This design comes from an exercise in tuning for small area, a short achievable clock period and few clock cycles on the open sky130 flow, not from production work. Function was checked by simulation only, so behaviour that the tests miss may differ from the original. Power and IR drop assume default switching activity.

run 5:
==> flow/design.v (excerpt) <==
module exponent (clock, reset_n, enable, x, a, p, ready);
    input logic clock, reset_n, enable;
    input logic [31:0] x, a;
    output logic [31:0] p;
    output logic ready;
    logic [31:0] b;       
    logic [28:0] e;       
    logic busy;
    logic [31:0] np, nb;
    assign p = ~np;
    assign b = ~nb;
    wire [31:0] s = b | (x & {32{~busy}});
    wire last = (e[28:1] == 28'd0);
    wire keep = reset_n & (busy ? ~last : (ready & enable));
    wire a_ge32 = |a[31:5];
    wire a_ge16 = |a[31:4];
    wire a_ge11 = a_ge16 | (a[3] & (a[2] | (a[1] & a[0])));
    wire a_ge8 = |a[31:3];
    wire a_ge7 = a_ge8 | (&a[2:0]);
    wire a_ge6 = a_ge8 | (&a[2:1]);
    wire a_ge5 = a_ge8 | (a[2] & (a[1] | a[0]));
    wire a_ge4 = |a[31:2];
    wire a_ge3 = a_ge4 | (&a[1:0]);
    wire a_ge2 = |a[31:1];
    wire a_ge1 = |a;
    wire zero = (~x[0] & a_ge32) | (~|x[1:0] & a_ge16) | (~|x[2:0] & a_ge11)
              | (~|x[3:0] & a_ge8) | (~|x[4:0] & a_ge7) | (~|x[5:0] & a_ge6)
              | (~|x[6:0] & a_ge5) | (~|x[7:0] & a_ge4) | (~|x[10:0] & a_ge3)
              | (~|x[15:0] & a_ge2) | (~|x & a_ge1);
    wire [31:0] sq;       
    wire [31:0] pr;       
    wire sq_1;
    wire sq_2;
    wire sq_3;
    wire sq_4;
    wire sq_5;
    wire sq_6;
    wire sq_7;
    wire sq_8;
    wire sq_9;
    wire sq_10;
    wire sq_11;
    wire sq_12;
    wire sq_13;
    wire sq_14;
    wire sq_15;
    wire sq_16;
    wire sq_17;
    wire sq_18;
    wire sq_19;
    wire sq_20;
    wire sq_21;
    wire sq_22;
    wire sq_23;
    wire sq_24;
    wire sq_25;
    wire sq_26;
    wire sq_27;
    wire sq_28;
    wire sq_29;
    wire sq_30;
    wire sq_31;
    wire sq_32;
    wire sq_33;
    wire sq_34;
    wire sq_35;
    wire sq_36;
    wire sq_37;
    wire sq_38;
    wire sq_39;
    wire sq_40;
    wire sq_41;
    wire sq_42;
    wire sq_43;
    wire sq_44;
    wire sq_45;
    wire sq_46;
    wire sq_47;
    wire sq_48;
    wire sq_49;
    wire sq_50;
    wire sq_51;
    wire sq_52;
    wire sq_53;
    wire sq_54;
    wire sq_55;
    wire sq_56;
    wire sq_57;
    wire sq_58;
    wire sq_59;
    wire sq_60;
    wire sq_61;
    wire sq_62;
    wire sq_63;
    wire sq_64;
    wire sq_65;
    wire sq_66;
    wire sq_67;
    wire sq_68;
    wire sq_69;
    wire sq_70;
    wire sq_71;
    wire sq_72;
  ...
Size: ~2,100 cells after synthesis, ~94 flip-flops, about 100 I/O pins.
export LEC_CHECK = 0
export CAP_MARGIN = 20
export CORE_MARGIN = 2
export CORE_UTILIZATION = 40
export PLACE_DENSITY = 0.6
export SETUP_SLACK_MARGIN = 3.25
export SLEW_MARGIN = 20
export SYNTH_HIERARCHICAL = 1
create_clock -name core_clock -period 10.0 [get_ports {clock}]
standard.sh (not shown) runs the stock make flow with config.mk's settings and CLKGATE_MAP_FILE= SYNTH_SCRIPT=/design/flow/synth_recipe.tcl, a recipe that flattens the netlist after the stock synthesis.
==> flow/flow/run.sh <==
#!/bin/bash
# The standard layout (standard.sh, unchanged synthesis), except that
# buffer_ports is told to use buf_2 for the port buffers instead of the
# delay-type buffer it picks on its own. Each step's output goes to its log.
set -euo pipefail
bash standard.sh synth > synth.log 2>&1
BUFFER_PORTS_ARGS="-buffer_cell sky130_fd_sc_hd__buf_2" bash standard.sh finish > finish.log 2>&1
Testbench counts of run 5, summed over its fixed seeds: cycles 2,126.
Inputs modified between run 5 and run 2:
Settings: a change of SETUP_SLACK_MARGIN from 3.25 to 3.5; a change of CORE_UTILIZATION from 40 to 50; a change of PLACE_DENSITY from 0.6 to 0.65.
==> flow/run.sh (new file) <==
#!/bin/bash
# synth_recipe.tcl (not shown) runs the flow's synth.tcl, then flattens the netlist and writes it again
# the make line also repeats each setting of config.mk as NAME=value (left out here)
make -C /OpenROAD-flow-scripts/flow DESIGN_CONFIG=/design/flow/config.mk WORK_HOME=/design/flow/orfs CLKGATE_MAP_FILE= SYNTH_SCRIPT=/design/flow/synth_recipe.tcl finish
removed: flow/flow/run.sh
removed: flow/standard.sh
### Flow results
- Re power consumed by the clock network: run 2 and run 5 aren't equal, and the higher value belongs to run 5.
- Diff run 5 -> run 2: sequential share of layout area shrank by 0.51 points, total power moved up, half-perimeter wire length of the detailed placement result now smaller.

[what the ideal ports hide]
No port has a modelled driver above. Below, the same layouts with a new extraction and two added sets of constraints.
Step 1 (the two cells are an assumption about what drives the block):
set clk [get_ports {clock}]
set_driving_cell -lib_cell sky130_fd_sc_hd__clkbuf_16 $clk
set_driving_cell -lib_cell sky130_fd_sc_hd__buf_2 [delete_from_list [all_inputs] $clk]
Step 2, shift: input delay + t, output delay - t, t = (earliest + latest rising clock arrival at the registers) / 2. This alone moves slack from input paths to output paths.
Three values: ideal, step 1, step 2; two values: the first two.
run | shift t [ns] | slack for setup (ns) | worst hold slack (ns)
run 5 | 0.396 | 3.366 / 3.355 / 2.958 | 0.477 / 0.477 / 0.477
run 2 | 0.408 | 3.478 / 3.475 / 3.067 | 0.485 / 0.485 / 0.485
After both steps setup and hold are still met in every run listed. For run 2, which loses most, drivers alone change the setup slack by -0.003 ns; drivers and shift together by -0.411 ns.
